Background: an optimization exercise with open tools, aiming at small area and a short achievable clock period. Do not read the settings as production practice.
RTL that was checked went through simulation tests only; none was proved equivalent to the original.

P:
// pipelined_array_multiplier
module pipelined_array_multiplier (
    input  logic        clk_i,
    input  logic        clk_en_i,
    input  logic        rst_n_i,
    input  logic [31:0] multiplicand_i,
    input  logic [31:0] multiplier_i,
    input  logic        data_valid_i,
    output logic [63:0] product_o,
    output logic        data_valid_o
);
    logic [2:0] v_q;
    always_ff @(posedge clk_i) begin
        if (!rst_n_i) v_q <= '0;
        else if (clk_en_i) v_q <= {v_q[1:0], data_valid_i};
    end
    assign data_valid_o = v_q[2];
    logic [31:0] a_q, b_q;
    always_ff @(posedge clk_i) begin
        if (clk_en_i) begin
            a_q <= multiplicand_i;
            b_q <= multiplier_i;
        end
    end
    logic [31:0][31:0] ppn;
    for (genvar i = 0; i < 32; i++) begin : g_pp_row
        for (genvar j = 0; j < 32; j++) begin : g_pp_bit
            assign ppn[i][j] = ~(a_q[j] & b_q[i]);
        end
    end
    logic [124:0] cs_q;
    logic s1;
    logic c2;
    logic s3;
    logic c4;
    logic s5;
    logic c6;
    logic s7;
    logic c8;
    logic s9;
    logic c10;
    logic s11;
    logic c12;
    logic s13;
    logic c14;
    logic s15;
    logic c16;
    logic s17;
    logic c18;
    logic s19;
    logic c20;
    logic s21;
    logic c22;
    logic s23;
    logic c24;
    logic s25;
    logic c26;
    logic s27;
    logic c28;
    logic s29;
    logic c30;
    logic s31;
    logic c32;
    logic s33;
    logic c34;
    logic s35;
    logic c36;
    logic s37;
    logic c38;
    logic s39;
    logic c40;
    logic s41;
    logic c42;
    logic s43;
    logic c44;
    logic s45;
    logic c46;
    logic s47;
    logic c48;
    logic s49;
    logic c50;
    logic s51;
    logic c52;
    logic s53;
    logic c54;
    logic s55;
    logic c56;
    logic s57;
    logic c58;
    logic s59;
    logic c60;
    logic s61;
    logic c62;
    logic s63;
    logic c64;
    logic s65;
    logic c66;
    logic s67;
    logic c68;
    logic s69;
    logic c70;
    logic s71;
    logic c72;
    logic s73;
    logic c74;
    logic s75;
    logic c76;
    logic s77;
    logic c78;
    logic s79;
    logic c80;
    logic s81;
    logic c82;
    logic s83;
    logic c84;
    logic s85;
    logic c86;
    logic s87;
    logic c88;
    logic s89;
    logic c90;
    logic s91;
    logic c92;
    logic s93;
    logic c94;
  ...
clock: 11.0 ns
lec_check: 0
cap_margin: 20
core_margin: 2
core_utilization: 40
slew_margin: 20
synth_hierarchical: 1
synth_minimum_keep_size: 0
run.sh (not shown) runs the stock make flow with config.mk's settings and CLKGATE_MAP_FILE= SYNTH_SCRIPT=/design/flow/synth_recipe.tcl, a recipe that flattens the netlist after the stock synthesis.
For R, these inputs were changed with respect to P:
==> flow/flow/run.sh (new file) <==
#!/bin/bash
# Layout flow: the standard ORFS flow (standard.sh, unchanged synthesis),
# with timing repair asked to leave 7.0 ns of setup slack at the design's
# clock period, so that it sizes and buffers the critical paths.
set -euo pipefail
cd "$(dirname "$0")/.."
bash standard.sh synth > flow_synth.log 2>&1
bash standard.sh SETUP_SLACK_MARGIN=7.0  finish > flow_layout.log 2>&1
==> flow/standard.sh (new file) <==
#!/bin/bash
# synth_recipe.tcl (not shown) runs the flow's synth.tcl, then flattens the netlist and writes it again
# the make line also repeats each setting of config.mk as NAME=value (left out here)
make -C /OpenROAD-flow-scripts/flow DESIGN_CONFIG=/design/flow/config.mk WORK_HOME=/design/flow/orfs CLKGATE_MAP_FILE= SYNTH_SCRIPT=/design/flow/synth_recipe.tcl "${@:-finish}"
removed: flow/run.sh
Notes after the runs:
- R completed every stage of the flow, and the final layout passed the timing, design-rule and antenna checks.
- Comparing P and R, area taken by multi-input logic gates is lower on P.
- Final design area excluding fillers | R above P
- On R: non-clock buffer count is 364 higher than what P gave.
No run of this note included a check of the RTL's function; only the layout flow was run.

========
the reference run:
Another version of the RTL of pipelined_array_multiplier (not shown whole).
For scale: roughly 2900 cells after synthesis, roughly 36000 um2 of cells after synthesis.
Design pipelined_array_multiplier, start of the top module:
module pipelined_array_multiplier (
    input  logic        clk_i,
    input  logic        clk_en_i,
    input  logic        rst_n_i,
    input  logic [31:0] multiplicand_i,
    input  logic [31:0] multiplier_i,
    input  logic        data_valid_i,
    output logic [63:0] product_o,
    output logic        data_valid_o
);
Settings: LEC_CHECK=0, CAP_MARGIN=20, CORE_MARGIN=2, CORE_UTILIZATION=40, SLEW_MARGIN=20, SYNTH_HIERARCHICAL=1, SYNTH_MINIMUM_KEEP_SIZE=0; clock period 11.0 ns.
standard.sh (not shown) runs the stock make flow with config.mk's settings and CLKGATE_MAP_FILE= SYNTH_SCRIPT=/design/flow/synth_recipe.tcl, a recipe that flattens the netlist after the stock synthesis.
==> flow/flow/run.sh <==
#!/bin/bash
# Layout flow: the standard ORFS flow (standard.sh) with the standard
# synthesis unchanged, plus
#  - after floorplan, combinational cells downsized to their smallest drive
#    strength (flow/downsize.tcl), so that area is only spent where timing
#    repair asks for it;
#  - optionally, timing repair also right after detailed placement
#    (flow/place_repair.tcl);
#  - optionally a chosen buffer cell for the port buffers.
# Settings are in flow/settings.sh. Each tool's output goes to a log here.
set -euo pipefail
cd "$(dirname "$0")/.."
W=$PWD
source flow/settings.sh
args=()
if [[ "$DOWNSIZE" != "none" ]]; then
  args+=("POST_FLOORPLAN_TCL=$W/flow/downsize.tcl" "DOWNSIZE_FAMILIES=$DOWNSIZE")
fi
args+=("SETUP_SLACK_MARGIN=$SETUP_MARGIN")
if [[ "${PLACE_REPAIR:-0}" == 1 ]]; then
  args+=("POST_DETAIL_PLACE_TCL=$W/flow/place_repair.tcl")
fi
if [[ -n "$PORT_BUFFER" ]]; then
  args+=("BUFFER_PORTS_ARGS=-buffer_cell $PORT_BUFFER")
fi
args+=($EXTRA)
bash standard.sh synth > flow_synth.log 2>&1
bash standard.sh "${args[@]}" finish > flow_layout.log 2>&1
==> flow/flow/settings.sh <==
SETUP_MARGIN=7.65
DOWNSIZE="all"
PORT_BUFFER=sky130_fd_sc_hd__buf_2
PLACE_REPAIR=0
EXTRA="CTS_CLUSTER_SIZE=30 CTS_CLUSTER_DIAMETER=100 CORE_UTILIZATION=55"
Other scripts of this flow, unchanged in this note and not shown: flow/flow/downsize.tcl, flow/flow/place_repair.tcl
The reference run: done, clean on timing, DRC and antenna
[inputs] the trial run vs the reference run
==> flow/flow/settings.sh <==
SETUP_MARGIN=7.55
DOWNSIZE="all"
PORT_BUFFER=sky130_fd_sc_hd__buf_2
PLACE_REPAIR=0
EXTRA="CORE_UTILIZATION=55"
Notes after the runs:
- [compare] base=the reference run new=the trial run: largest net degree at the start of global routing shrank by 72; upper clock frequency limit shrank by 0.00092 GHz; number of placed instances with taps included held steady.

========
pipelined_array_multiplier, a different RTL version from the one above (not shown whole).
Size in the first run: ~270 flip-flops, roughly 34,000 um2 of cells after synthesis.
export LEC_CHECK = 0
export CAP_MARGIN = 20
export CORE_MARGIN = 2
export CORE_UTILIZATION = 40
export SLEW_MARGIN = 20
export SYNTH_HIERARCHICAL = 1
export SYNTH_MINIMUM_KEEP_SIZE = 0
create_clock -name core_clock -period 11.0 [get_ports {clk_i}]
==> flow/flow/run.sh <==
#!/bin/bash
# Layout flow: the standard ORFS flow (standard.sh) with the standard
# synthesis unchanged, plus
#  - after floorplan, combinational cells downsized to their smallest drive
#    strength (flow/downsize.tcl), so that area is only spent where timing
#    repair asks for it;
#  - optionally a chosen buffer cell for the port buffers.
# Settings are in flow/settings.sh. Each tool's output goes to a log here.
set -euo pipefail
cd "$(dirname "$0")/.."
W=$PWD
source flow/settings.sh
args=()
if [[ "$DOWNSIZE" != "none" ]]; then
  args+=("POST_FLOORPLAN_TCL=$W/flow/downsize.tcl" "DOWNSIZE_FAMILIES=$DOWNSIZE")
fi
args+=("SETUP_SLACK_MARGIN=$SETUP_MARGIN")
if [[ -n "$PORT_BUFFER" ]]; then
  args+=("BUFFER_PORTS_ARGS=-buffer_cell $PORT_BUFFER")
fi
args+=($EXTRA)
bash standard.sh synth > flow_synth.log 2>&1
bash standard.sh "${args[@]}" finish > flow_layout.log 2>&1
==> flow/flow/downsize.tcl <==
# Downsize combinational cells to the smallest drive strength of their
# family (same function and footprint). Timing repair later sizes the
# critical ones back up. Registers and clock cells are left alone.
# DOWNSIZE_FAMILIES: space-separated family names (e.g. a22oi), or "all".
set families [expr {[info exists ::env(DOWNSIZE_FAMILIES)] ? $::env(DOWNSIZE_FAMILIES) : "all"}]
set skip {^(dfxtp|dfxbp|dfrtp|dfrbp|dfstp|dfbbp|dfsbp|dfrtn|dfbbn|edfxtp|edfxbp|sdf.*|sedf.*|dl.*|clk.*|conb|tap.*|fill.*|decap.*|diode.*|probe.*|lpflow.*)$}
set smallest [dict create]
set count 0
foreach inst [get_cells *] {
  set ref [get_property $inst ref_name]
  if {![regexp {^sky130_fd_sc_hd__(.+)_(\d+)$} $ref -> fam drive]} { continue }
  if {[regexp $skip $fam]} { continue }
  if {$families ne "all" && [lsearch -exact $families $fam] < 0} { continue }
  if {![dict exists $smallest $fam]} {
    set best ""
    set best_area 1e9
    foreach lc [get_lib_cells sky130_fd_sc_hd__${fam}_*] {
      set name [get_property $lc name]
      if {![regexp "^sky130_fd_sc_hd__${fam}_\\d+\$" $name]} { continue }
      if {[get_property $lc dont_use]} { continue }
      set a [get_property $lc area]
      if {$a < $best_area} { set best $name; set best_area $a }
    }
    dict set smallest $fam $best
  }
  set to [dict get $smallest $fam]
  if {$to ne "" && $to ne $ref} {
    replace_cell $inst $to
    incr count
  }
}
puts "downsize: replaced $count cells"
==> flow/flow/settings.sh <==
SETUP_MARGIN=7.0
DOWNSIZE="all"
PORT_BUFFER=
EXTRA=""
The starting point went through all stages and came out clean.
Change:
==> flow/run.sh (new file) <==
#!/bin/bash
# synth_recipe.tcl (not shown) runs the flow's synth.tcl, then flattens the netlist and writes it again
# the make line also repeats each setting of config.mk as NAME=value (left out here)
make -C /OpenROAD-flow-scripts/flow DESIGN_CONFIG=/design/flow/config.mk WORK_HOME=/design/flow/orfs CLKGATE_MAP_FILE= SYNTH_SCRIPT=/design/flow/synth_recipe.tcl finish
removed: flow/flow/run.sh
removed: flow/flow/downsize.tcl
removed: flow/flow/settings.sh
removed: flow/standard.sh
After rerunning: Sequential share of layout area went up by 0.27 points; global-route usage went down by 1.4 points; cell area went down slightly; via count went down by a few percent.
No functional check of the RTL was part of any run of this note.

-- re-timing with driven ports --
How much do the figures lean on ideal ports? The routed layouts below were timed once more, with nothing changed but the port constraints.
Step 1 assumes that a clkbuf_16 drives the clock port and a buf_2 every other input.
Step 2 moves the port delays by t, midway between the first and last clock arrival at a register: inputs arrive t later, outputs are due t later. That takes back most of the time a late clock gives input paths.
a / b / c = ideal ports / drivers / drivers and shift; a / b = the first two.
| run | shift t [ns] | setup slack, ns | clock arrival spread, ns | cell pins on the clock port's net |
|---|---|---|---|---|
| P | 0.635 | 5.796 / 5.796 / 5.796 | 0.036 / 0.037 | 1 |
| R | 0.645 | 6.256 / 6.256 / 6.256 | 0.025 / 0.026 | 1 |
| the reference run | 0.646 | 7.537 / 7.478 / 7.159 | 0.034 / 0.034 | 1 |
| the trial run | 0.637 | 7.526 / 7.526 / 7.069 | 0.019 / 0.019 | 1 |
| the first run of note 3 | 0.617 | 6.847 / 6.847 / 6.847 | 0.021 / 0.021 | 1 |
| the second run of note 3 | 0.622 | 6.373 / 6.373 / 6.221 | 0.036 / 0.036 | 1 |
After both steps every run listed still meets setup and hold. The setup slack of the trial run, which loses most, moves by 0.000 ns with the drivers and by -0.457 ns with both steps.
